This design comes from an exercise in tuning for small area on the open sky130 flow, not from production work.
The RTL of this run was laid out without a check of its function.

<file path="design/flow/config.mk">
export PLATFORM = sky130hd
export DESIGN_NAME = pipeline
export DESIGN_NICKNAME = pipeline
export VERILOG_FILES = /design/flow/design.v
export SDC_FILE = /design/flow/constraint.sdc
export NUM_CORES = 4
export LEC_CHECK = 0
export CAP_MARGIN = 20
export CORE_MARGIN = 2
export CORE_UTILIZATION = 35
export SLEW_MARGIN = 20
</file>
<file path="design/flow/constraint.sdc">
create_clock -name core_clock -period 12.0 [get_ports {clock}]
set_input_delay 2.4000 -clock core_clock [delete_from_list [all_inputs] [get_ports {clock}]]
set_output_delay 2.4000 -clock core_clock [all_outputs]
set_load 0.01 [all_outputs]
</file>
<file path="design/flow/design.v">
typedef union packed {
    logic [7:0][7:0] byte_level;
    logic [3:0][15:0] half_level;
    logic [1:0][31:0] word_level;
} EXAMPLE_CACHE_BLOCK;
typedef enum logic [3:0] {
	INST_ADDR_MISALIGN  = 4'h0,
	INST_ACCESS_FAULT   = 4'h1,
	ILLEGAL_INST        = 4'h2,
	BREAKPOINT          = 4'h3,
	LOAD_ADDR_MISALIGN  = 4'h4,
	LOAD_ACCESS_FAULT   = 4'h5,
	STORE_ADDR_MISALIGN = 4'h6,
	STORE_ACCESS_FAULT  = 4'h7,
	ECALL_U_MODE        = 4'h8,
	ECALL_S_MODE        = 4'h9,
	NO_ERROR            = 4'ha,  
	ECALL_M_MODE        = 4'hb,
	INST_PAGE_FAULT     = 4'hc,
	LOAD_PAGE_FAULT     = 4'hd,
	HALTED_ON_WFI       = 4'he,  
	STORE_PAGE_FAULT    = 4'hf
} EXCEPTION_CODE;
typedef enum logic [1:0] {
	OPA_IS_RS1  = 2'h0,
	OPA_IS_NPC  = 2'h1,
	OPA_IS_PC   = 2'h2,
	OPA_IS_ZERO = 2'h3
} ALU_OPA_SELECT;
typedef enum logic [3:0] {
	OPB_IS_RS2    = 4'h0,
	OPB_IS_I_IMM  = 4'h1,
	OPB_IS_S_IMM  = 4'h2,
	OPB_IS_B_IMM  = 4'h3,
	OPB_IS_U_IMM  = 4'h4,
	OPB_IS_J_IMM  = 4'h5
} ALU_OPB_SELECT;
typedef enum logic [1:0] {
	DEST_RD = 2'h0,
	DEST_NONE  = 2'h1
} DEST_REG_SEL;
typedef enum logic [4:0] {
	ALU_ADD     = 5'h00,
	ALU_SUB     = 5'h01,
	ALU_SLT     = 5'h02,
	ALU_SLTU    = 5'h03,
	ALU_AND     = 5'h04,
	ALU_OR      = 5'h05,
	ALU_XOR     = 5'h06,
	ALU_SLL     = 5'h07,
	ALU_SRL     = 5'h08,
	ALU_SRA     = 5'h09,
	ALU_MUL     = 5'h0a,
	ALU_MULH    = 5'h0b,
	ALU_MULHSU  = 5'h0c,
	ALU_MULHU   = 5'h0d,
	ALU_DIV     = 5'h0e,
	ALU_DIVU    = 5'h0f,
	ALU_REM     = 5'h10,
	ALU_REMU    = 5'h11
} ALU_FUNC;
typedef enum logic [1:0] {
	BUS_NONE     = 2'h0,
	BUS_LOAD     = 2'h1,
	BUS_STORE    = 2'h2
} BUS_COMMAND;
typedef enum logic [1:0] {
	BYTE = 2'h0,
	HALF = 2'h1,
	WORD = 2'h2,
	DOUBLE = 2'h3
} MEM_SIZE;
typedef union packed {
	logic [31:0] inst;
	struct packed {
		logic [6:0] funct7;
		logic [4:0] rs2;
		logic [4:0] rs1;
		logic [2:0] funct3;
		logic [4:0] rd;
		logic [6:0] opcode;
	} r;  
	struct packed {
		logic [11:0] imm;
		logic [4:0]  rs1;  
		logic [2:0]  funct3;
		logic [4:0]  rd;   
		logic [6:0]  opcode;
	} i;  
	struct packed {
		logic [6:0] off;  
		logic [4:0] rs2;  
		logic [4:0] rs1;  
		logic [2:0] funct3;
		logic [4:0] set;  
		logic [6:0] opcode;
	} s;  
	struct packed {
		logic       of;  
		logic [5:0] s;    
		logic [4:0] rs2; 
		logic [4:0] rs1; 
		logic [2:0] funct3;
		logic [3:0] et;  
		logic       f;   
		logic [6:0] opcode;
	} b;  
	struct packed {
		logic [19:0] imm;
		logic [4:0]  rd;
		logic [6:0]  opcode;
	} u;  
	struct packed {
		logic       of;  
		logic [9:0] et;  
		logic       s;   
		logic [7:0] f;	 
		logic [4:0] rd;  
		logic [6:0] opcode;
	} j;   
} INST;  
typedef struct packed {
	logic valid;  
    INST  inst;   
	logic [32-1:0] NPC;  
	logic [32-1:0] PC;   
} IF_ID_PACKET;
typedef struct packed {
	logic [32-1:0] NPC;    
	logic [32-1:0] PC;     
	logic [32-1:0] rs1_value;     
	logic [32-1:0] rs2_value;     
	ALU_OPA_SELECT opa_select;  
	ALU_OPB_SELECT opb_select;  
	INST inst;                  
	logic [4:0] dest_reg_idx;   
	ALU_FUNC    alu_func;       
	logic       rd_mem;         
	logic       wr_mem;         
	logic       cond_branch;    
	logic       uncond_branch;  
	logic       halt;           
	logic       illegal;        
	logic       csr_op;         
	logic       valid;          
} ID_EX_PACKET;
typedef struct packed {
	logic [32-1:0] alu_result;  
	logic [32-1:0] NPC;  
	logic             take_branch;  
	logic [32-1:0] rs2_value;
	logic             rd_mem, wr_mem;
	logic [4:0]       dest_reg_idx;
	logic             halt, illegal, csr_op, valid;
	logic [2:0]       mem_size;  
} EX_MEM_PACKET;
localparam RV32_instr_width_gp    = 32;
localparam RV32_reg_data_width_gp = 32;
localparam RV32_reg_addr_width_gp = 5;
localparam RV32_shamt_width_gp    = 5;
localparam RV32_opcode_width_gp   = 7;
localparam RV32_funct3_width_gp   = 3;
localparam RV32_funct7_width_gp   = 7;
localparam RV32_Iimm_width_gp     = 12;
localparam RV32_Simm_width_gp     = 12;
localparam RV32_Bimm_width_gp     = 12;
localparam RV32_Uimm_width_gp     = 20;
localparam RV32_Jimm_width_gp     = 20;
`timescale 1ns/100ps
module if_stage(
	input         clock,                         
	input         reset,                         
	input         ex_mem_take_branch,            
	input  [32-1:0] ex_mem_target_pc,         
	input  [63:0] Imem2proc_data,                
	output logic [32-1:0] proc2Imem_addr,     
	output IF_ID_PACKET if_packet_out            
);
	logic   [32-1:0] PC_reg;                  
	logic   [32-1:0] PC_plus_4;
	logic   [32-1:0] next_PC;
	logic               PC_enable;
	assign proc2Imem_addr = {PC_reg[32-1:3], 3'b0};
	assign if_packet_out.inst = PC_reg[2] ? Imem2proc_data[63:32] : Imem2proc_data[31:0];
	assign PC_plus_4 = PC_reg + 4;
	assign next_PC = ex_mem_take_branch ? ex_mem_target_pc : PC_plus_4;
	assign PC_enable = if_packet_out.valid | ex_mem_take_branch;
	assign if_packet_out.NPC = PC_plus_4;
	assign if_packet_out.PC  = PC_reg;
	always_ff @(posedge clock) begin
		if(reset)
			PC_reg <=  0;        
		else if(PC_enable)
			PC_reg <=  next_PC;  
	end   
	always_ff @(posedge clock) begin
		if (reset)
			if_packet_out.valid <=  1;   
		else
			if_packet_out.valid <=  1;
	end
endmodule   
`timescale 1ns/100ps
typedef enum logic [1:0] {
    R_TYPE = 2'b00,      
    I_TYPE = 2'b01,      
    S_TYPE = 2'b10,      
    U_TYPE = 2'b11       
} Inst_Type;
module decoder(
	input IF_ID_PACKET if_packet,
    output logic [1:0]  in_type,         
	output ALU_OPA_SELECT opa_select,
	output ALU_OPB_SELECT opb_select,
	output DEST_REG_SEL   dest_reg,      
	output ALU_FUNC       alu_func,
	output logic rd_mem, wr_mem, cond_branch, uncond_branch,
	output logic csr_op,     
	output logic halt,       
	output logic illegal,    
	output logic valid_inst  
);
	INST inst;
	logic valid_inst_in;
	assign inst          = if_packet.inst;
	assign valid_inst_in = if_packet.valid;
	assign valid_inst    = valid_inst_in & ~illegal;
	always_comb begin
		opa_select = OPA_IS_RS1;
		opb_select = OPB_IS_RS2;
		alu_func = ALU_ADD;
		dest_reg = DEST_NONE;
		csr_op = 1'h0;
		rd_mem = 1'h0;
		wr_mem = 1'h0;
		cond_branch = 1'h0;
		uncond_branch = 1'h0;
		halt = 1'h0;
		illegal = 1'h0;
        in_type = 2'b00;
		if(valid_inst_in) begin
			casez (inst) 
				{{20{1'b?}},{5{1'b?}},7'b0110111}: begin
					dest_reg   = DEST_RD;
					opa_select = OPA_IS_ZERO;
					opb_select = OPB_IS_U_IMM;
                    in_type    = U_TYPE;
				end
				{{20{1'b?}},{5{1'b?}},7'b0010111}: begin
					dest_reg   = DEST_RD;
					opa_select = OPA_IS_PC;
					opb_select = OPB_IS_U_IMM;
                    in_type    = U_TYPE;
				end
				{{20{1'b?}},{5{1'b?}},7'b1101111}: begin
					dest_reg      = DEST_RD;
					opa_select    = OPA_IS_PC;
					opb_select    = OPB_IS_J_IMM;
					uncond_branch = 1'h1;
                    in_type       = U_TYPE;
				end
				{{12{1'b?}},{5{1'b?}},3'b000,{5{1'b?}},7'b1100111}: begin
					dest_reg      = DEST_RD;
					opa_select    = OPA_IS_RS1;
					opb_select    = OPB_IS_I_IMM;
					uncond_branch = 1'h1;
                    in_type       = I_TYPE;
				end
				{{7{1'b?}},{5{1'b?}},{5{1'b?}},3'b000,{5{1'b?}},7'b1100011}, {{7{1'b?}},{5{1'b?}},{5{1'b?}},3'b001,{5{1'b?}},7'b1100011}, {{7{1'b?}},{5{1'b?}},{5{1'b?}},3'b100,{5{1'b?}},7'b1100011}, {{7{1'b?}},{5{1'b?}},{5{1'b?}},3'b101,{5{1'b?}},7'b1100011},
				{{7{1'b?}},{5{1'b?}},{5{1'b?}},3'b110,{5{1'b?}},7'b1100011}, {{7{1'b?}},{5{1'b?}},{5{1'b?}},3'b111,{5{1'b?}},7'b1100011}: begin
					opa_select  = OPA_IS_PC;
					opb_select  = OPB_IS_B_IMM;
					cond_branch = 1'h1;
                    in_type     = S_TYPE;
				end
				{{12{1'b?}},{5{1'b?}},3'b000,{5{1'b?}},7'b0000011}, {{12{1'b?}},{5{1'b?}},3'b001,{5{1'b?}},7'b0000011}, {{12{1'b?}},{5{1'b?}},3'b010,{5{1'b?}},7'b0000011},
				{{12{1'b?}},{5{1'b?}},3'b100,{5{1'b?}},7'b0000011}, {{12{1'b?}},{5{1'b?}},3'b101,{5{1'b?}},7'b0000011}: begin
					dest_reg   = DEST_RD;
					opb_select = OPB_IS_I_IMM;
					rd_mem     = 1'h1;
                    in_type    = I_TYPE;
				end
				{{7{1'b?}},{5{1'b?}},{5{1'b?}},3'b000,{5{1'b?}},7'b0100011}, {{7{1'b?}},{5{1'b?}},{5{1'b?}},3'b001,{5{1'b?}},7'b0100011}, {{7{1'b?}},{5{1'b?}},{5{1'b?}},3'b010,{5{1'b?}},7'b0100011}: begin
					opb_select = OPB_IS_S_IMM;
					wr_mem     = 1'h1;
                    in_type    = S_TYPE;
				end
				{{12{1'b?}},{5{1'b?}},3'b000,{5{1'b?}},7'b0010011}: begin
					dest_reg   = DEST_RD;
					opb_select = OPB_IS_I_IMM;
                    in_type     = I_TYPE;
				end
				{{12{1'b?}},{5{1'b?}},3'b010,{5{1'b?}},7'b0010011}: begin
					dest_reg   = DEST_RD;
					opb_select = OPB_IS_I_IMM;
					alu_func   = ALU_SLT;
                    in_type    = I_TYPE;
				end
				{{12{1'b?}},{5{1'b?}},3'b011,{5{1'b?}},7'b0010011}: begin
					dest_reg   = DEST_RD;
					opb_select = OPB_IS_I_IMM;
					alu_func   = ALU_SLTU;
                    in_type    = I_TYPE;
				end
				{{12{1'b?}},{5{1'b?}},3'b111,{5{1'b?}},7'b0010011}: begin
					dest_reg   = DEST_RD;
					opb_select = OPB_IS_I_IMM;
					alu_func   = ALU_AND;
                    in_type    = I_TYPE;
				end
				{{12{1'b?}},{5{1'b?}},3'b110,{5{1'b?}},7'b0010011}: begin
					dest_reg   = DEST_RD;
					opb_select = OPB_IS_I_IMM;
					alu_func   = ALU_OR;
                    in_type    = I_TYPE;
				end
				{{12{1'b?}},{5{1'b?}},3'b100,{5{1'b?}},7'b0010011}: begin
					dest_reg   = DEST_RD;
					opb_select = OPB_IS_I_IMM;
					alu_func   = ALU_XOR;
                    in_type    = I_TYPE;
				end
				{7'b0000000, {5{1'b?}},  {5{1'b?}},3'b001, {5{1'b?}},7'b0010011}: begin
					dest_reg   = DEST_RD;
					opb_select = OPB_IS_I_IMM;
					alu_func   = ALU_SLL;
                    in_type    = R_TYPE;
				end
				{7'b0000000, {5{1'b?}},  {5{1'b?}},3'b101, {5{1'b?}},7'b0010011}: begin
					dest_reg   = DEST_RD;
					opb_select = OPB_IS_I_IMM;
					alu_func   = ALU_SRL;
                    in_type    = R_TYPE;
				end
				{7'b0100000, {5{1'b?}},  {5{1'b?}},3'b101, {5{1'b?}},7'b0010011}: begin
					dest_reg   = DEST_RD;
					opb_select = OPB_IS_I_IMM;
					alu_func   = ALU_SRA;
                    in_type    = R_TYPE;
				end
				{7'b0000000, {5{1'b?}},  {5{1'b?}},3'b000, {5{1'b?}},7'b0110011}: begin
					dest_reg   = DEST_RD;
                    in_type    = R_TYPE;
				end
				{7'b0100000, {5{1'b?}},  {5{1'b?}},3'b000, {5{1'b?}},7'b0110011}: begin
					dest_reg   = DEST_RD;
					alu_func   = ALU_SUB;
                    in_type    = R_TYPE;
				end
				{7'b0000000, {5{1'b?}},  {5{1'b?}},3'b010, {5{1'b?}},7'b0110011}: begin
					dest_reg   = DEST_RD;
					alu_func   = ALU_SLT;
                    in_type    = R_TYPE;
				end
				{7'b0000000, {5{1'b?}},  {5{1'b?}},3'b011, {5{1'b?}},7'b0110011}: begin
					dest_reg   = DEST_RD;
					alu_func   = ALU_SLTU;
                    in_type    = R_TYPE;
				end
				{7'b0000000, {5{1'b?}},  {5{1'b?}},3'b111, {5{1'b?}},7'b0110011}: begin
					dest_reg   = DEST_RD;
					alu_func   = ALU_AND;
                    in_type    = R_TYPE;
				end
				{7'b0000000, {5{1'b?}},  {5{1'b?}},3'b110, {5{1'b?}},7'b0110011}: begin
					dest_reg   = DEST_RD;
					alu_func   = ALU_OR;
                    in_type    = R_TYPE;
				end
				{7'b0000000, {5{1'b?}},  {5{1'b?}},3'b100, {5{1'b?}},7'b0110011}: begin
					dest_reg   = DEST_RD;
					alu_func   = ALU_XOR;
                    in_type    = R_TYPE;
				end
				{7'b0000000, {5{1'b?}},  {5{1'b?}},3'b001, {5{1'b?}},7'b0110011}: begin
					dest_reg   = DEST_RD;
					alu_func   = ALU_SLL;
                    in_type    = R_TYPE;
				end
				{7'b0000000, {5{1'b?}},  {5{1'b?}},3'b101, {5{1'b?}},7'b0110011}: begin
					dest_reg   = DEST_RD;
					alu_func   = ALU_SRL;
                    in_type    = R_TYPE;
				end
				{7'b0100000, {5{1'b?}},  {5{1'b?}},3'b101, {5{1'b?}},7'b0110011}: begin
					dest_reg   = DEST_RD;
					alu_func   = ALU_SRA;
                    in_type    = R_TYPE;
				end
				{7'b0000001, {5{1'b?}},  {5{1'b?}},3'b000, {5{1'b?}},7'b0110011}: begin
					dest_reg   = DEST_RD;
					alu_func   = ALU_MUL;
                    in_type    = R_TYPE;
				end
				{7'b0000001, {5{1'b?}},  {5{1'b?}},3'b001, {5{1'b?}},7'b0110011}: begin
					dest_reg   = DEST_RD;
					alu_func   = ALU_MULH;
                    in_type    = R_TYPE;
				end
				{7'b0000001, {5{1'b?}},  {5{1'b?}},3'b010, {5{1'b?}},7'b0110011}: begin
					dest_reg   = DEST_RD;
					alu_func   = ALU_MULHSU;
                    in_type    = R_TYPE;
				end
				{7'b0000001, {5{1'b?}},  {5{1'b?}},3'b011, {5{1'b?}},7'b0110011}: begin
					dest_reg   = DEST_RD;
					alu_func   = ALU_MULHU;
                    in_type    = R_TYPE;
				end
				{{12{1'b?}},{5{1'b?}},3'b001,{5{1'b?}},7'b1110011}, {{12{1'b?}},{5{1'b?}},3'b010,{5{1'b?}},7'b1110011}, {{12{1'b?}},{5{1'b?}},3'b011,{5{1'b?}},7'b1110011}: begin
					csr_op = 1'h1;
                    in_type    = I_TYPE;
				end
				{12'b000100000101, 13'b0, 7'b1110011}: begin
					halt = 1'h1;
				end
				default: illegal = 1'h1;
		endcase 
		end
	end 
endmodule  
module id_stage(         
	input         clock,                     
	input         reset,                     
	input         wb_reg_wr_en_out,          
	input  [4:0] wb_reg_wr_idx_out,          
	input  [32-1:0] wb_reg_wr_data_out,   
	input  IF_ID_PACKET if_id_packet_in,
	output ID_EX_PACKET id_packet_out
);
    assign id_packet_out.inst = if_id_packet_in.inst;
    assign id_packet_out.NPC  = if_id_packet_in.NPC;
    assign id_packet_out.PC   = if_id_packet_in.PC;
	DEST_REG_SEL dest_reg_select; 
	regfile regf_0 (
		.rda_idx(if_id_packet_in.inst.r.rs1),
		.rda_out(id_packet_out.rs1_value), 
		.rdb_idx(if_id_packet_in.inst.r.rs2),
		.rdb_out(id_packet_out.rs2_value),
		.wr_clk(clock),
		.wr_en(wb_reg_wr_en_out),
		.wr_idx(wb_reg_wr_idx_out),
		.wr_data(wb_reg_wr_data_out)
	);
	decoder decoder_0 (
		.if_packet(if_id_packet_in),	 
		.opa_select(id_packet_out.opa_select),
		.opb_select(id_packet_out.opb_select),
		.alu_func(id_packet_out.alu_func),
		.dest_reg(dest_reg_select),
		.rd_mem(id_packet_out.rd_mem),
		.wr_mem(id_packet_out.wr_mem),
		.cond_branch(id_packet_out.cond_branch),
		.uncond_branch(id_packet_out.uncond_branch),
		.csr_op(id_packet_out.csr_op),
		.halt(id_packet_out.halt),
		.illegal(id_packet_out.illegal),
		.valid_inst(id_packet_out.valid)
	);
	always_comb begin
		case (dest_reg_select)
			DEST_RD:    id_packet_out.dest_reg_idx = if_id_packet_in.inst.r.rd;
			DEST_NONE:  id_packet_out.dest_reg_idx = 5'd0;
			default:    id_packet_out.dest_reg_idx = 5'd0; 
		endcase
	end
endmodule  
`timescale 1ns/100ps
module alu(
	input [32-1:0] opa,
	input [32-1:0] opb,
	input ALU_FUNC func,
	output logic [32-1:0] result
);
	wire signed [32-1:0] signed_opa, signed_opb;
	wire signed [2*32-1:0] signed_mul, mixed_mul;
	wire        [2*32-1:0] unsigned_mul;
	assign signed_opa = opa;
	assign signed_opb = opb;
	assign signed_mul = signed_opa * signed_opb;
	assign unsigned_mul = opa * opb;
	assign mixed_mul = signed_opa * opb;
	always_comb begin
		case (func)
			ALU_ADD:      result = opa + opb;
			ALU_SUB:      result = opa - opb;
			ALU_AND:      result = opa & opb;
			ALU_SLT:      result = signed_opa < signed_opb;
			ALU_SLTU:     result = opa < opb;
			ALU_OR:       result = opa | opb;
			ALU_XOR:      result = opa ^ opb;
			ALU_SRL:      result = opa >> opb[4:0];
			ALU_SLL:      result = opa << opb[4:0];
			ALU_SRA:      result = signed_opa >>> opb[4:0];  
			ALU_MUL:      result = signed_mul[32-1:0];
			ALU_MULH:     result = signed_mul[2*32-1:32];
			ALU_MULHSU:   result = mixed_mul[2*32-1:32];
			ALU_MULHU:    result = unsigned_mul[2*32-1:32];
			default:      result = 32'hfacebeec;   
		endcase
	end
endmodule  
module brcond( 
	input [32-1:0] rs1,     
	input [32-1:0] rs2,
	input  [2:0] func,   
	output logic cond     
);
	logic signed [32-1:0] signed_rs1, signed_rs2;
	assign signed_rs1 = rs1;
	assign signed_rs2 = rs2;
	always_comb begin
		cond = 0;
		case (func)
			3'b000: cond = signed_rs1 == signed_rs2;   
			3'b001: cond = signed_rs1 != signed_rs2;   
			3'b100: cond = signed_rs1 < signed_rs2;    
			3'b101: cond = signed_rs1 >= signed_rs2;   
			3'b110: cond = rs1 < rs2;                  
			3'b111: cond = rs1 >= rs2;                 
		endcase
	end
endmodule  
module ex_stage(
	input clock,                
	input reset,                
	input ID_EX_PACKET   id_ex_packet_in,
	output EX_MEM_PACKET ex_packet_out
);
	assign ex_packet_out.NPC = id_ex_packet_in.NPC;
	assign ex_packet_out.rs2_value = id_ex_packet_in.rs2_value;
	assign ex_packet_out.rd_mem = id_ex_packet_in.rd_mem;
	assign ex_packet_out.wr_mem = id_ex_packet_in.wr_mem;
	assign ex_packet_out.dest_reg_idx = id_ex_packet_in.dest_reg_idx;
	assign ex_packet_out.halt = id_ex_packet_in.halt;
	assign ex_packet_out.illegal = id_ex_packet_in.illegal;
	assign ex_packet_out.csr_op = id_ex_packet_in.csr_op;
	assign ex_packet_out.valid = id_ex_packet_in.valid;
	assign ex_packet_out.mem_size = id_ex_packet_in.inst.r.funct3;
	logic [32-1:0] opa_mux_out, opb_mux_out;
	logic brcond_result;
	always_comb begin
		opa_mux_out = 32'hdeadfbac;
		case (id_ex_packet_in.opa_select)
			OPA_IS_RS1:  opa_mux_out = id_ex_packet_in.rs1_value;
			OPA_IS_NPC:  opa_mux_out = id_ex_packet_in.NPC;
			OPA_IS_PC:   opa_mux_out = id_ex_packet_in.PC;
			OPA_IS_ZERO: opa_mux_out = 0;
		endcase
	end
	always_comb begin
		opb_mux_out = 32'hfacefeed;
		case (id_ex_packet_in.opb_select)
			OPB_IS_RS2:   opb_mux_out = id_ex_packet_in.rs2_value;
			OPB_IS_I_IMM: opb_mux_out = {{21{id_ex_packet_in.inst[31]}},id_ex_packet_in.inst[30:20]};
			OPB_IS_S_IMM: opb_mux_out = {{21{id_ex_packet_in.inst[31]}},id_ex_packet_in.inst[30:25],id_ex_packet_in.inst[11:7]};
			OPB_IS_B_IMM: opb_mux_out = {{20{id_ex_packet_in.inst[31]}},id_ex_packet_in.inst[7],id_ex_packet_in.inst[30:25],id_ex_packet_in.inst[11:8], {1'b0}};
			OPB_IS_U_IMM: opb_mux_out = {id_ex_packet_in.inst[31:12], {12{1'b0}}};
			OPB_IS_J_IMM: opb_mux_out = {{12{id_ex_packet_in.inst[31]}},id_ex_packet_in.inst[19:12],id_ex_packet_in.inst[20],id_ex_packet_in.inst[30:21], {1'b0}};
		endcase 
	end
	alu alu_0 ( 
		.opa(opa_mux_out),
		.opb(opb_mux_out),
		.func(id_ex_packet_in.alu_func),
		.result(ex_packet_out.alu_result)
	);
	brcond brcond ( 
		.rs1(id_ex_packet_in.rs1_value), 
		.rs2(id_ex_packet_in.rs2_value),
		.func(id_ex_packet_in.inst.b.funct3),  
		.cond(brcond_result)
	);
	assign ex_packet_out.take_branch = id_ex_packet_in.uncond_branch
		                          | (id_ex_packet_in.cond_branch & brcond_result);
endmodule  
`timescale 1ns/100ps
module mem_stage(
	input         clock,               
	input         reset,               
	input  EX_MEM_PACKET ex_mem_packet_in,       
	input  [32-1:0] Dmem2proc_data,
	output logic [32-1:0] mem_result_out,       
	output logic [1:0] proc2Dmem_command,
	output logic [1:0] proc2Dmem_size,
	output logic [32-1:0] proc2Dmem_addr,       
	output logic [32-1:0] proc2Dmem_data       
);
	assign proc2Dmem_command =
	                        (ex_mem_packet_in.wr_mem & ex_mem_packet_in.valid) ? BUS_STORE :
							(ex_mem_packet_in.rd_mem & ex_mem_packet_in.valid) ? BUS_LOAD :
	                        BUS_NONE;
	assign proc2Dmem_size = ex_mem_packet_in.mem_size[1:0];	 
	assign proc2Dmem_data = ex_mem_packet_in.rs2_value;
	assign proc2Dmem_addr = ex_mem_packet_in.alu_result;	
	always_comb begin
		mem_result_out = ex_mem_packet_in.alu_result;
		if (ex_mem_packet_in.rd_mem) begin
			if (~ex_mem_packet_in.mem_size[2]) begin  
				if (ex_mem_packet_in.mem_size[1:0] == 2'b0)
					mem_result_out = {{(32-8){Dmem2proc_data[7]}}, Dmem2proc_data[7:0]};
				else if  (ex_mem_packet_in.mem_size[1:0] == 2'b01) 
					mem_result_out = {{(32-16){Dmem2proc_data[15]}}, Dmem2proc_data[15:0]};
				else mem_result_out = Dmem2proc_data;
			end else begin
				if (ex_mem_packet_in.mem_size[1:0] == 2'b0)
					mem_result_out = {{(32-8){1'b0}}, Dmem2proc_data[7:0]};
				else if  (ex_mem_packet_in.mem_size[1:0] == 2'b01)
					mem_result_out = {{(32-16){1'b0}}, Dmem2proc_data[15:0]};
				else mem_result_out = Dmem2proc_data;
			end
		end
	end
endmodule  
`timescale 1ns/100ps
module wb_stage(
    input         clock,                 
    input         reset,                 
    input  [32-1:0] mem_wb_NPC,             
    input  [32-1:0] mem_wb_result,         
    input         mem_wb_take_branch, 
    input   [4:0] mem_wb_dest_reg_idx,   
    input         mem_wb_valid_inst,
    output logic [32-1:0] reg_wr_data_out,       
    output logic [4:0] reg_wr_idx_out,         
    output logic       reg_wr_en_out           
  );
  wire   [32-1:0] result_mux;
  assign result_mux = (mem_wb_take_branch) ? mem_wb_NPC : mem_wb_result;
  assign reg_wr_en_out  = mem_wb_dest_reg_idx != 5'd0;
  assign reg_wr_idx_out = mem_wb_dest_reg_idx;
  assign reg_wr_data_out = result_mux;
endmodule  
`timescale 1ns/100ps
module regfile(
        input   [4:0] rda_idx, rdb_idx, wr_idx,      
        input  [32-1:0] wr_data,                  
        input         wr_en, wr_clk,
        output logic [32-1:0] rda_out, rdb_out    
      );
  logic    [31:0] [32-1:0] registers;             
  wire   [32-1:0] rda_reg = registers[rda_idx];
  wire   [32-1:0] rdb_reg = registers[rdb_idx];
  always_comb
    if (rda_idx == 5'd0)
      rda_out = 0;
    else if (wr_en && (wr_idx == rda_idx))
      rda_out = wr_data;   
    else
      rda_out = rda_reg;
  always_comb
    if (rdb_idx == 5'd0)
      rdb_out = 0;
    else if (wr_en && (wr_idx == rdb_idx))
      rdb_out = wr_data;   
    else
      rdb_out = rdb_reg;
  always_ff @(posedge wr_clk)
    if (wr_en) begin
      registers[wr_idx] <=  wr_data;
    end
endmodule  
`timescale 1ns/100ps
module pipeline (
	input         clock,                         
	input         reset,                         
	input [3:0]   mem2proc_response,             
	input [63:0]  mem2proc_data,                 
	input [3:0]   mem2proc_tag,                  
	output logic [1:0]  proc2mem_command,        
	output logic [32-1:0] proc2mem_addr,      
	output logic [63:0] proc2mem_data,           
	output logic [1:0] proc2mem_size,             
	output logic [3:0]  pipeline_completed_insts,
	output EXCEPTION_CODE   pipeline_error_status,
	output logic [4:0]  pipeline_commit_wr_idx,
	output logic [32-1:0] pipeline_commit_wr_data,
	output logic        pipeline_commit_wr_en,
	output logic [32-1:0] pipeline_commit_NPC,
	output logic [32-1:0] if_NPC_out,
	output logic [31:0]      if_IR_out,
	output logic             if_valid_inst_out,
	output logic [32-1:0] if_id_NPC,
	output logic [31:0]      if_id_IR,
	output logic             if_id_valid_inst,
	output logic [32-1:0] id_ex_NPC,
	output logic [31:0]      id_ex_IR,
	output logic             id_ex_valid_inst,
	output logic [32-1:0] ex_mem_NPC,
	output logic [31:0]      ex_mem_IR,
	output logic             ex_mem_valid_inst,
	output logic [32-1:0] mem_wb_NPC,
	output logic [31:0]      mem_wb_IR,
	output logic             mem_wb_valid_inst
);
	logic   if_id_enable, id_ex_enable, ex_mem_enable, mem_wb_enable;
	logic [32-1:0] proc2Imem_addr;
	IF_ID_PACKET if_packet;
	IF_ID_PACKET if_id_packet;
	ID_EX_PACKET id_packet;
	ID_EX_PACKET id_ex_packet;
	EX_MEM_PACKET ex_packet;
	EX_MEM_PACKET ex_mem_packet;
	logic [32-1:0] mem_result_out;
	logic [32-1:0] proc2Dmem_addr;
	logic [32-1:0] proc2Dmem_data;
	logic [1:0]  proc2Dmem_command;
	logic [1:0] proc2Dmem_size;
	logic        mem_wb_halt;
	logic        mem_wb_illegal;
	logic  [4:0] mem_wb_dest_reg_idx;
	logic [32-1:0] mem_wb_result;
	logic        mem_wb_take_branch;
	logic [32-1:0] wb_reg_wr_data_out;
	logic  [4:0] wb_reg_wr_idx_out;
	logic        wb_reg_wr_en_out;
	assign pipeline_completed_insts = {3'b0, mem_wb_valid_inst};
	assign pipeline_error_status =  mem_wb_illegal             ? ILLEGAL_INST :
	                                mem_wb_halt                ? HALTED_ON_WFI :
	                                (mem2proc_response==4'h0)  ? LOAD_ACCESS_FAULT :
	                                NO_ERROR;
	assign pipeline_commit_wr_idx = wb_reg_wr_idx_out;
	assign pipeline_commit_wr_data = wb_reg_wr_data_out;
	assign pipeline_commit_wr_en = wb_reg_wr_en_out;
	assign pipeline_commit_NPC = mem_wb_NPC;
	assign proc2mem_command =
	     (proc2Dmem_command == BUS_NONE) ? BUS_LOAD : proc2Dmem_command;
	assign proc2mem_addr =
	     (proc2Dmem_command == BUS_NONE) ? proc2Imem_addr : proc2Dmem_addr;
	assign proc2mem_size =
	     (proc2Dmem_command == BUS_NONE) ? DOUBLE : proc2Dmem_size;
	assign proc2mem_data = {32'b0, proc2Dmem_data};
	assign if_NPC_out        = if_packet.NPC;
	assign if_IR_out         = if_packet.inst;
	assign if_valid_inst_out = if_packet.valid;
	if_stage if_stage_0 (
		.clock (clock),
		.reset (reset),
		.ex_mem_take_branch(ex_mem_packet.take_branch),
		.ex_mem_target_pc(ex_mem_packet.alu_result),
		.Imem2proc_data(mem2proc_data),
		.proc2Imem_addr(proc2Imem_addr),
		.if_packet_out(if_packet)
	);
	assign if_id_NPC        = if_id_packet.NPC;
	assign if_id_IR         = if_id_packet.inst;
	assign if_id_valid_inst = if_id_packet.valid;
	assign if_id_enable 	= 1'b1;  
	always_ff @(posedge clock) begin
		if (reset) begin 
			if_id_packet.inst  <=  32'h00000013;
			if_id_packet.valid <=  1'h0;
            if_id_packet.NPC   <=  0;
            if_id_packet.PC    <=  0;
		end else begin 
			if (if_id_enable) begin
				if_id_packet <=  if_packet; 
			end  
		end
	end  
	id_stage id_stage_0 ( 
		.clock(clock),
		.reset(reset),
		.if_id_packet_in(if_id_packet),
		.wb_reg_wr_en_out   (wb_reg_wr_en_out),
		.wb_reg_wr_idx_out  (wb_reg_wr_idx_out),
		.wb_reg_wr_data_out (wb_reg_wr_data_out),
		.id_packet_out(id_packet)
	);
	assign id_ex_NPC        = id_ex_packet.NPC;
	assign id_ex_IR         = id_ex_packet.inst;
	assign id_ex_valid_inst = id_ex_packet.valid;
	assign id_ex_enable = 1'b1;  
	always_ff @(posedge clock) begin
		if (reset) begin
			id_ex_packet <=  {{32{1'b0}},
				{32{1'b0}}, 
				{32{1'b0}}, 
				{32{1'b0}}, 
				OPA_IS_RS1, 
				OPB_IS_RS2, 
				32'h00000013,
				5'd0,
				ALU_ADD, 
				1'b0,  
				1'b0,  
				1'b0,  
				1'b0,  
				1'b0,  
				1'b0,  
				1'b0,  
				1'b0  
			}; 
		end else begin 
			if (id_ex_enable) begin
				id_ex_packet <=  id_packet;
			end 
		end 
	end
	ex_stage ex_stage_0 (
		.clock(clock),
		.reset(reset),
		.id_ex_packet_in(id_ex_packet),
		.ex_packet_out(ex_packet)
	);
	assign ex_mem_NPC        = ex_mem_packet.NPC;
	assign ex_mem_valid_inst = ex_mem_packet.valid;
	assign ex_mem_enable = 1'b1;  
	always_ff @(posedge clock) begin
		if (reset) begin
			ex_mem_IR     <=  32'h00000013;
			ex_mem_packet <=  0;
		end else begin
			if (ex_mem_enable)   begin
				ex_mem_IR     <=  id_ex_IR;
				ex_mem_packet <=  ex_packet;
			end  
		end  
	end  
	mem_stage mem_stage_0 ( 
		.clock(clock),
		.reset(reset),
		.ex_mem_packet_in(ex_mem_packet),
		.Dmem2proc_data(mem2proc_data[32-1:0]),
		.mem_result_out(mem_result_out),
		.proc2Dmem_command(proc2Dmem_command),
		.proc2Dmem_size(proc2Dmem_size),
		.proc2Dmem_addr(proc2Dmem_addr),
		.proc2Dmem_data(proc2Dmem_data)
	);
	assign mem_wb_enable = 1'b1;  
	always_ff @(posedge clock) begin
		if (reset) begin
			mem_wb_NPC          <=  0;
			mem_wb_IR           <=  32'h00000013;
			mem_wb_halt         <=  0;
			mem_wb_illegal      <=  0;
			mem_wb_valid_inst   <=  0;
			mem_wb_dest_reg_idx <=  5'd0;
			mem_wb_take_branch  <=  0;
			mem_wb_result       <=  0;
		end else begin
			if (mem_wb_enable) begin
				mem_wb_NPC          <=  ex_mem_packet.NPC;
				mem_wb_IR           <=  ex_mem_IR;
				mem_wb_halt         <=  ex_mem_packet.halt;
				mem_wb_illegal      <=  ex_mem_packet.illegal;
				mem_wb_valid_inst   <=  ex_mem_packet.valid;
				mem_wb_dest_reg_idx <=  ex_mem_packet.dest_reg_idx;
				mem_wb_take_branch  <=  ex_mem_packet.take_branch;
				mem_wb_result       <=  mem_result_out;
			end  
		end  
	end  
	wb_stage wb_stage_0 (
		.clock(clock),
		.reset(reset),
		.mem_wb_NPC(mem_wb_NPC),
		.mem_wb_result(mem_wb_result),
		.mem_wb_dest_reg_idx(mem_wb_dest_reg_idx),
		.mem_wb_take_branch(mem_wb_take_branch),
		.mem_wb_valid_inst(mem_wb_valid_inst),
		.reg_wr_data_out(wb_reg_wr_data_out),
		.reg_wr_idx_out(wb_reg_wr_idx_out),
		.reg_wr_en_out(wb_reg_wr_en_out)
	);
endmodule   
</file>
<file path="design/flow/run.sh">
#!/bin/bash
# synth_recipe.tcl (not shown) runs the flow's synth.tcl, then flattens the netlist and writes it again
# the make line also repeats each setting of config.mk as NAME=value (left out here)
make -C /OpenROAD-flow-scripts/flow DESIGN_CONFIG=/design/flow/config.mk WORK_HOME=/design/flow/orfs CLKGATE_MAP_FILE= SYNTH_SCRIPT=/design/flow/synth_recipe.tcl finish
</file>
==> metrics list <==
- Routed wire per std cell: 30.0 um
- Setup violations remaining at the end of the flow were counted as 0.
- Path type of the worst min-delay path: reg -> reg
- Hold_ws: 432 ps
* DRC viols: 0
- In this run the remaining antenna-violating nets after routing total 0.
- The synthesized design contains 1574 register bits.
* Slew @ Worst Pin: 1220 ps
- Max-cap violations in this run came to 0.
- The H-tree was split into 4 levels.
- From left edge to right edge, the die measures 633 um.
- After routing, the total negative slack on setup checks comes to 0 ps.
* Routability cong.: 1.03
- In this run, CTS created clock tree buffers numbering 176.
- Among all flip-flop cells after synthesis, the most frequent one is edfxtp_1.
* Post-CTS repair timing setup buffer count: 0
- The via count of the first global-routing pass was 106000.
- I/O pin count: 577
* Number of clock sinks seen by CTS: 1574
- Global-route wire length before repair: 804 mm
- Based on the critical path, the design can be clocked at up to 87.2 MHz.
- Number of flip-flops in the largest register: 1024
- Required @ worst endpoint: 12800 ps
- Slowest library cell on the worst path: clkinv_1
- Clock skew on the completed layout was measured at 168 ps.
- The share of synthesized area in the top cell type comes to 0.222.
- After floorplanning, the core was divided into 230 placement rows.
- Full die area: 400000 um^2
* Layout-stage area growth over the synthesis result: 11.6%
- Sequential share of the synthesized area: 0.302
* Net count reported at finish: 15700
* Fraction of layout cells with a size suffix above 1: 0.107
* Buffers on Ports: 536
* Final cycle utilization of the critical path: 0.955
* Most frequent cell after synthesis: inv_1
- Final Max Tran Viols: 0
* Top register by number of flip-flops: id_stage_0.regf_0.registers
* Overall routed net length: 573 mm
- Once detailed placement completed, the half-perimeter wirelength came to 426 mm.
* Count of final hold-check violations: 0
* Final design area excluding fillers: 154000 um^2
* Leading post-synthesis cells by cell area: edfxtp_1 22%, fa_1 21%, mux4_2 9.2%, dfxtp_1 8.0%, inv_1 4.9%
- On the worst path, the slowest cell contributes a delay of 750 ps.
- TritonCTS built the clock tree.
* RSZ-0062 raised after global routing: no
- For the worst-skew pair, the clock arrives at the later sink with an insertion delay of 940 ps.
* Avg Inst Size Synth: 10.0 um^2
- By count the netlist is led by 1807 x inv_1, 1486 x nand2_1, 1473 x fa_1.
- Headroom to the max-slew limit came out at 0.187.
* Share of flip-flops with an asynchronous set or reset: 0
- For the worst setup path, the data arrival time is 12260 ps.
* Core box area: 393000 um^2
- Largest registers: id_stage_0.regf_0.registers (1024), id_ex_packet (179), ex_mem_packet (110)
* Number of enable flip-flop cells after synthesis: 1024
- Via-to-Cell Ratio: 5.63
- Summed over all instances, the cell type with the most area after synthesis is edfxtp_1.
- Measured on the finished design, the core utilization comes to 0.393.
- Hold buffer count at cts: 0
- From bottom edge to top edge, the die measures 633 um.
* Cell count after synthesis: 13800
- Clock-pin slew was measured on the worst setup and hold paths at 80 ps.
- Crit path kind: reg -> reg
- Initial core utilization: 0.352
* GRT overflow: 0
* Root buffer selected by CTS: clkbuf_16
- Yosys printed 9 warnings.
- Kind of end point of the critical path: register
- Startpoint types: register
- Most frequent CP cell: fa_1
- For the finished layout, the period the worst path requires is 11460 ps.
* Antenna violations before repair: 45
* Count of cells resized by post-cts repair: 0
- In the global route stage, overall resource usage came out at 0.282.
- Result of the run: complete, no violations
- Netlist area before placement: 138000 um^2
- In this run the worst path has a maximum fanout of 18.
- Summing over every cut layer, the via total after detailed routing is 107000.
* Number of buffers on the longest clock path: 4
* Placement Cell Area: 148000 um^2
* Synth unique cells: 98
* Detailed-routing iteration count for the pre-antenna-repair pass: 6
* Largest net degree at the start of global routing: 184
- For this block, the initial DRC count from the detailed router was 12400.
## area by class of cell
cell class / count / area [um^2]
Tap cell: 5220 / 6530
Clock inverter: 90 / 997
Fill cell: 38900 / 239000
Sequential cell: 1574 / 41800
Inverter: 1840 / 6920
Antenna cell: 37 / 92.6
Timing Repair Buffer: 895 / 8350
Clock buffer: 234 / 4960
Multi-Input combinational cell: 9173 / 84700
## worst max-delay path, delay by kind of cell (launching register included)
family                   cells  cell delay [ps]
adder cells (fa/ha/maj)      9             4560
AO/OA/AOI/OAI               11             3080
buffers and inverters        7             1750
AND/OR/NAND/NOR              4             1060
XOR/XNOR                     1              550
flip-flops                   1              310
## worst paths after layout
kind | start | to | slack, ps | cells after the start
max | id_ex_packet[50] | ex_mem_packet[96] | 540 | 32
min | if_id_packet[20] | id_ex_packet[140] | 430 | 1
max reg2reg | id_ex_packet[50] | ex_mem_packet[96] | 540 | 32
min reg2reg | if_id_packet[20] | id_ex_packet[140] | 430 | 1
## per-stage QoR
step | worst slack (ps) | cells
floorplan | -6010 | 13800
global placement | 819 | 18700
detailed placement | 820 | 18700
CTS | 824 | 19000
global route | 191 | 19000
finish | 538 | 19100
## routing by layer
layer  share of wire  vias to the layer above  track usage
met5         0.00016                        -            0
met4           0.081                       14        0.190
met3           0.089                     1225       0.0534
met2            0.45                     5523        0.438
met1            0.38                    54800        0.357
li1                -                    45700            -
## cells in the final DEF, fill, tap and decap left out, types with 55 or more instances in the layout
cell and instances:
nand4_1 57, xnor2_1 104, xor2_1 55, a21oi_1 725
edfxtp_1 1024, buf_4 337, nor2b_1 324, nand2_1 1467
mux2_2 73, nor2_1 1342, a221oi_1 62, mux2i_1 249
dfxtp_1 532, a21o_1 79, fa_1 1473, mux4_2 566
o21ai_0 958, ha_1 516, clkdlybuf4s50_1 535, clkbuf_16 182
and2_1 55, a211oi_1 134, nand3_1 95, nor3_1 79
inv_1 1795
## cell families (layout without fill, tap and decap cells)
kind of cell	count (synthesis)	in the layout	share of synthesized area
adder cells (fa/ha/maj)	1991	1991	0.260
AO/OA/AOI/OAI	2423	2423	0.103
other	2	73	0.0000543
buffers and inverters	3094	3059	0.0937
XOR/XNOR	159	159	0.0101
AND/OR/NAND/NOR	3644	3644	0.113
flip-flops	1574	1574	0.302
multiplexers	920	920	0.118

[re-timing with driven ports]
In the flow no input, the clock included, has a driving cell. The finished layout below was timed again as built, in two steps. Step 1 sets driving cells, clkbuf_16 on the clock port and buf_2 on the other inputs (assumed; they add their load-dependent delay and slew). Step 2 also shifts input and output timing later by t, the mid clock arrival at the registers, as if the neighbouring blocks saw the same clock. Three values: ideal, step 1, step 2; two values: the first two.
t, ns: 0.935
slack for setup (ns): 0.538 / 0.538 / 0.538
worst hold slack (ns): 0.432 / 0.432 / 0.432
After both steps setup and hold are still met in this run. For this run, drivers alone change the setup slack by 0.000 ns; drivers and shift together by 0.000 ns.
